Background: an optimization exercise with open tools, aiming at small area and a short achievable clock period. Do not read the settings as production practice.
Power and IR drop assume default switching activity.

Setup of P:
==> flow/design.v (excerpt) <==
module ALU_TOP (
input wire signed [15:0] A,
input wire signed [15:0] B,
input wire [3:0] ALU_FUNC,
input wire CLK,
input wire RST,
output reg signed [31:0] Arith_OUT,
output reg [15:0] Logic_OUT,
output reg [1:0] CMP_OUT,
output reg [16:0] SHIFT_OUT,
output reg Arith_Flag, Logic_Flag, CMP_Flag, SHIFT_Flag
	);
wire Arith_Enable, Logic_Enable, CMP_Enable, Shift_Enable;
Decoder_Unit Decoder (
.ALU_FUN(ALU_FUNC[3:2]),
.Arith_Enable(Arith_Enable),
.Logic_Enable(Logic_Enable),
.CMP_Enable(CMP_Enable),
.Shift_Enable(Shift_Enable)
	);
wire sub = ALU_FUNC[0] | ALU_FUNC[3];
wire [16:0] sum;
ALU_ADDSUB AddSub (.A(A), .B(B), .SUB(sub), .S(sum));
wire [31:0] prod;
ALU_MUL Mul (.A(A), .B(B), .P(prod));
wire [16:0] quo;
ALU_DIV Div (.A(A), .B(B), .Q(quo));
wire div_ok = |B;
wire sel_add = Arith_Enable & ~ALU_FUNC[1];
wire sel_mul = Arith_Enable & ALU_FUNC[1] & ~ALU_FUNC[0];
wire sel_div = Arith_Enable & ALU_FUNC[1] & ALU_FUNC[0] & div_ok;
wire [31:0] arith = ({32{sel_add}} & {{15{sum[16]}}, sum})
                  | ({32{sel_mul}} & prod)
                  | ({32{sel_div}} & {{15{quo[16]}}, quo});
wire [15:0] logic_res;
LOGIC_UNIT Logic (.A(A), .B(B), .ALU_FUN(ALU_FUNC[1:0]), .Y(logic_res));
wire [1:0] cmp_res;
CMP_UNIT Cmp (.D(sum), .ALU_FUN(ALU_FUNC[1:0]), .Y(cmp_res));
wire [16:0] shift_res;
SHIFT_UNIT Shift (.A(A), .B(B), .ALU_FUN(ALU_FUNC[1:0]), .Y(shift_res));
  ...
clock: 95.0 ns
lec_check: 0
abc_area: 1
cap_margin: 20
core_margin: 2
core_utilization: 40
slew_margin: 20
standard.sh (not shown) runs the stock make flow with config.mk's settings and CLKGATE_MAP_FILE= SYNTH_SCRIPT=/design/flow/synth_recipe.tcl, a recipe that flattens the netlist after the stock synthesis.
==> flow/flow/run.sh <==
#!/bin/bash
# The standard layout (standard.sh) with three changes:
#  - synthesis is the standard synthesis with ABC's mapping script replaced by
#    flow/abc.script (flow/synth.tcl); the registers are the standard synthesis's;
#  - every port is buffered by the smallest buffer cell instead of the one buffer_ports
#    picks by default;
#  - repair_timing aims for 44 ns of setup slack (SETUP_SLACK_MARGIN) instead of 0, so the
#    resizer upsizes the critical path; the clock and constraints stay the design's.
# Each tool's output lands in the ORFS logs under orfs/logs/; make's own output goes to
# standard_flow.log in this folder.
set -euo pipefail
bash standard.sh "SYNTH_SCRIPT=$PWD/flow/synth.tcl" \
  "BUFFER_PORTS_ARGS=-buffer_cell sky130_fd_sc_hd__buf_1" \
  SETUP_SLACK_MARGIN=44 finish > standard_flow.log 2>&1
==> flow/flow/abc.script <==
strash
dch
map -a
topo
stime -c
==> flow/flow/synth.tcl <==
# The standard synthesis (synth_recipe.tcl in the work folder), with ABC's mapping script
# replaced by flow/abc.script. Only the combinational mapping changes; the registers are the
# standard synthesis's.
set my_flow_dir [file dirname [file normalize [info script]]]
proc abc {args} {
  set i [lsearch -exact $args -script]
  if {$i >= 0} { lset args [expr {$i + 1}] [file join $::my_flow_dir abc.script] }
  yosys abc {*}$args
}
source [file join [file dirname $my_flow_dir] synth_recipe.tcl]
P: flow completed, timing, DRC and antenna clean
Inputs modified between P and Q:
--- a/flow/flow/run.sh
+++ b/flow/flow/run.sh
@@ -5,5 +5,5 @@
 #  - every port is buffered by the smallest buffer cell instead of the one buffer_ports
 #    picks by default;
-#  - repair_timing aims for 44 ns of setup slack (SETUP_SLACK_MARGIN) instead of 0, so the
+#  - repair_timing aims for 46 ns of setup slack (SETUP_SLACK_MARGIN) instead of 0, so the
 #    resizer upsizes the critical path; the clock and constraints stay the design's.
 # Each tool's output lands in the ORFS logs under orfs/logs/; make's own output goes to
@@ -12,3 +12,3 @@
 bash standard.sh "SYNTH_SCRIPT=$PWD/flow/synth.tcl" \
   "BUFFER_PORTS_ARGS=-buffer_cell sky130_fd_sc_hd__buf_1" \
-  SETUP_SLACK_MARGIN=44 finish > standard_flow.log 2>&1
+  SETUP_SLACK_MARGIN=46 finish > standard_flow.log 2>&1
- Higher mean number of vias per cell among Q and P: Q
- Re wire length of the first global-routing pass: Q is 0.53% up on P.
- The sequential power on Q is in line with that on P.
- Wire: Q routes more than P
#### Input delta (R over Q)
--- a/flow/flow/run.sh
+++ b/flow/flow/run.sh
@@ -5,5 +5,5 @@
 #  - every port is buffered by the smallest buffer cell instead of the one buffer_ports
 #    picks by default;
-#  - repair_timing aims for 46 ns of setup slack (SETUP_SLACK_MARGIN) instead of 0, so the
+#  - repair_timing aims for 44 ns of setup slack (SETUP_SLACK_MARGIN) instead of 0, so the
 #    resizer upsizes the critical path; the clock and constraints stay the design's.
 # Each tool's output lands in the ORFS logs under orfs/logs/; make's own output goes to
@@ -12,3 +12,3 @@
 bash standard.sh "SYNTH_SCRIPT=$PWD/flow/synth.tcl" \
   "BUFFER_PORTS_ARGS=-buffer_cell sky130_fd_sc_hd__buf_1" \
-  SETUP_SLACK_MARGIN=46 finish > standard_flow.log 2>&1
+  SETUP_SLACK_MARGIN=44 finish > standard_flow.log 2>&1
==> flow/flow/abc.script <==
strash
dch
map -a
topo
stime -c
buffer -c
Notes after the runs:
- Q has completed all stages; timing, DRC and antenna checks passed.
- R completed every stage of the flow, and the final layout passed the timing, DRC and antenna checks.
- R vs Q — total design power dropped by a few percent
- On R: number of iterations in the first detailed-routing pass is 1 higher than what Q gave.
- R vs Q: highest attainable clock frequency down by a few percent
- Worst hold slack: R vs Q up 53 ps
- R vs Q: critical path depth down by a few percent
No functional check of the RTL was part of any run of this note.

---

Setup of build 36:
ALU_TOP, a different RTL version from the one above (not shown whole).
Size in the first run: about 1,800 cells after synthesis, roughly 71 flip-flops, roughly 110 I/O pins, ~0.014 mm2 of cells after synthesis.
==> flow/config.mk <==
export PLATFORM = sky130hd
export DESIGN_NAME = ALU_TOP
export DESIGN_NICKNAME = ALU_TOP
export VERILOG_FILES = /design/flow/design.v
export SDC_FILE = /design/flow/constraint.sdc
export NUM_CORES = 4
export LEC_CHECK = 0
export ABC_AREA = 1
export CAP_MARGIN = 20
export CORE_MARGIN = 2
export CORE_UTILIZATION = 40
export SLEW_MARGIN = 20
==> flow/constraint.sdc <==
create_clock -name core_clock -period 95.0 [get_ports {CLK}]
set_input_delay 19.0000 -clock core_clock [delete_from_list [all_inputs] [get_ports {CLK}]]
set_output_delay 19.0000 -clock core_clock [all_outputs]
set_load 0.01 [all_outputs]
==> flow/flow/run.sh <==
#!/bin/bash
# The standard layout (standard.sh) with three changes:
#  - synthesis is the standard synthesis with ABC's mapping script replaced by
#    flow/abc.script (flow/synth.tcl); the registers are the standard synthesis's;
#  - every port is buffered by the smallest buffer cell instead of the one buffer_ports
#    picks by default;
#  - repair_timing aims for 44 ns of setup slack (SETUP_SLACK_MARGIN) instead of 0, so the
#    resizer upsizes the critical path; the clock and constraints stay the design's.
# Each tool's output lands in the ORFS logs under orfs/logs/; make's own output goes to
# standard_flow.log in this folder.
set -euo pipefail
bash standard.sh "SYNTH_SCRIPT=$PWD/flow/synth.tcl" \
  "BUFFER_PORTS_ARGS=-buffer_cell sky130_fd_sc_hd__buf_1" \
  SETUP_SLACK_MARGIN=44 finish > standard_flow.log 2>&1
==> flow/flow/abc.script <==
strash
dch
map -a
topo
stime -c
Scripts as last shown in full above: flow/flow/synth.tcl
Build 36 | status: complete | timing, DRC, antenna: pass
diff inputs: build 36 => build 68
==> flow/flow/run.sh <==
#!/bin/bash
# The standard layout (standard.sh) with two changes:
#  - every port is buffered by the smallest buffer cell instead of the one buffer_ports
#    picks by default;
#  - repair_timing aims for 45 ns of setup slack (SETUP_SLACK_MARGIN) instead of 0, so the
#    resizer upsizes the critical path; the clock and constraints stay the design's.
# Each tool's output lands in the ORFS logs under orfs/logs/; make's own output goes to
# standard_flow.log in this folder.
set -euo pipefail
bash standard.sh "BUFFER_PORTS_ARGS=-buffer_cell sky130_fd_sc_hd__buf_1" \
  SETUP_SLACK_MARGIN=45 finish > standard_flow.log 2>&1
removed: flow/flow/abc.script
removed: flow/flow/synth.tcl
--- outcome ---
Build 68 was carried through to the last stage, and its layout satisfied the timing, DRC and antenna checks.
Build 68 vs. build 36: global-route wire length before repair went up by about 7%.
In the flow results for build 36 and build 68, the CTS clock-pin slew for the worst setup and hold paths is larger on build 36.
Build 36 vs build 68, critical path endpoint: Arith_OUT[16] vs Arith_OUT[30]
Via count, build 36 and build 68: higher on build 68
On final sequential cell count, build 36 and build 68 are basically level.
Time the worst path needs with I/O delays and setup (higher): build 36
Compared build 68 against build 36; combinational-cell power consumption within noise.
The higher post-route non-filler standard cell count of build 36 and build 68 is in build 68.
Build 68 vs build 36, startpoint of the most critical setup path: A[6] vs A[0]
Compared to build 36, build 68 has tap cell count 57 higher.
For build 50, these inputs were changed with respect to build 68:
==> flow/flow/run.sh <==
#!/bin/bash
# The standard layout (standard.sh), with every port buffered by the smallest buffer cell
# instead of the one buffer_ports picks by default. Each tool's output lands in the ORFS logs
# under orfs/logs/; make's own output goes to standard_flow.log in this folder.
set -euo pipefail
bash standard.sh "BUFFER_PORTS_ARGS=-buffer_cell sky130_fd_sc_hd__buf_1" finish > standard_flow.log 2>&1
==> summary.txt <==
Both conditions hold for build 50: the flow ran to the end and the final layout passed the timing, DRC and antenna checks.
Run comparison: build 50 last element of the critical path Arith_OUT[17]; build 68 last element of the critical path Arith_OUT[30]
Comparing build 50 and build 68, the higher multi-input gate area in the final layout is on build 68.
Via count improves in build 50 relative to build 68.
Buffering stage count on the worst path with inverters included: build 50 higher than build 68
Build 68 and build 50 ended up with roughly the same clock power.
The lower clock period minus worst slack of build 50 and build 68 is in build 68.
### build 50 -> build 7
==> flow/flow/run.sh <==
#!/bin/bash
# The standard layout (standard.sh) with two changes:
#  - every port is buffered by the smallest buffer cell instead of the one buffer_ports
#    picks by default;
#  - repair_timing aims for 47 ns of setup slack (SETUP_SLACK_MARGIN) instead of 0, so the
#    resizer upsizes the critical path; the clock and constraints stay the design's.
# Each tool's output lands in the ORFS logs under orfs/logs/; make's own output goes to
# standard_flow.log in this folder.
set -euo pipefail
bash standard.sh "BUFFER_PORTS_ARGS=-buffer_cell sky130_fd_sc_hd__buf_1" \
  SETUP_SLACK_MARGIN=47 finish > standard_flow.log 2>&1
==> comparison <==
- Taking build 50 as the reference, in build 7 number of nets in the synthesized netlist saw little to no change; wire length of the first global-routing pass now larger; routed wire length per instance went up; post-layout worst setup margin picked up an extra 6990 ps.
- Delta(combinational power share, build 7 - build 50) > 0
- As of build 7, total chip power had risen by a few percent compared to build 50.
- Compared with build 50, total non-filler cell area in the finished layout in build 7 increased by a little under 10%.
No run of this note included a check of the RTL's function; only the layout flow was run.

==> re-timing with driven ports <==
How much do the figures lean on ideal ports? The routed layouts below were timed once more, with nothing changed but the port constraints.
Step 1, drivers: a clkbuf_16 drives CLK and a buf_2 each remaining input, both assumed.
Step 2 moves the port delays by t, midway between the first and last clock arrival at a register: inputs arrive t later, outputs are due t later. That takes back most of the time a late clock gives input paths.
Slacks: ideal / step 1 / step 2; pairs: ideal / step 1.
| run | t, ns | slack for setup (ns) | worst setup path after step 2 | latest minus earliest clock arrival (ns) |
|---|---|---|---|---|
| P | 0.392 | 46.899 / 46.923 / 46.531 | input to register | 0.016 / 0.016 |
| Q | 0.394 | 48.015 / 48.002 / 47.609 | input to register | 0.012 / 0.011 |
| R | 0.406 | 46.512 / 46.539 / 46.133 | input to register | 0.014 / 0.014 |
| build 36 | 0.426 | 45.493 / 45.507 / 45.081 | input to register | 0.023 / 0.024 |
| build 68 | 0.419 | 47.070 / 47.082 / 46.662 | input to register | 0.018 / 0.019 |
| build 50 | 0.421 | 41.424 / 41.438 / 41.017 | input to register | 0.017 / 0.018 |
| build 7 | 0.419 | 48.410 / 48.440 / 48.021 | input to register | 0.016 / 0.016 |
After both steps setup and hold are still met in every run listed. For build 36, which loses most, drivers alone change the setup slack by +0.014 ns; drivers and shift together by -0.412 ns.
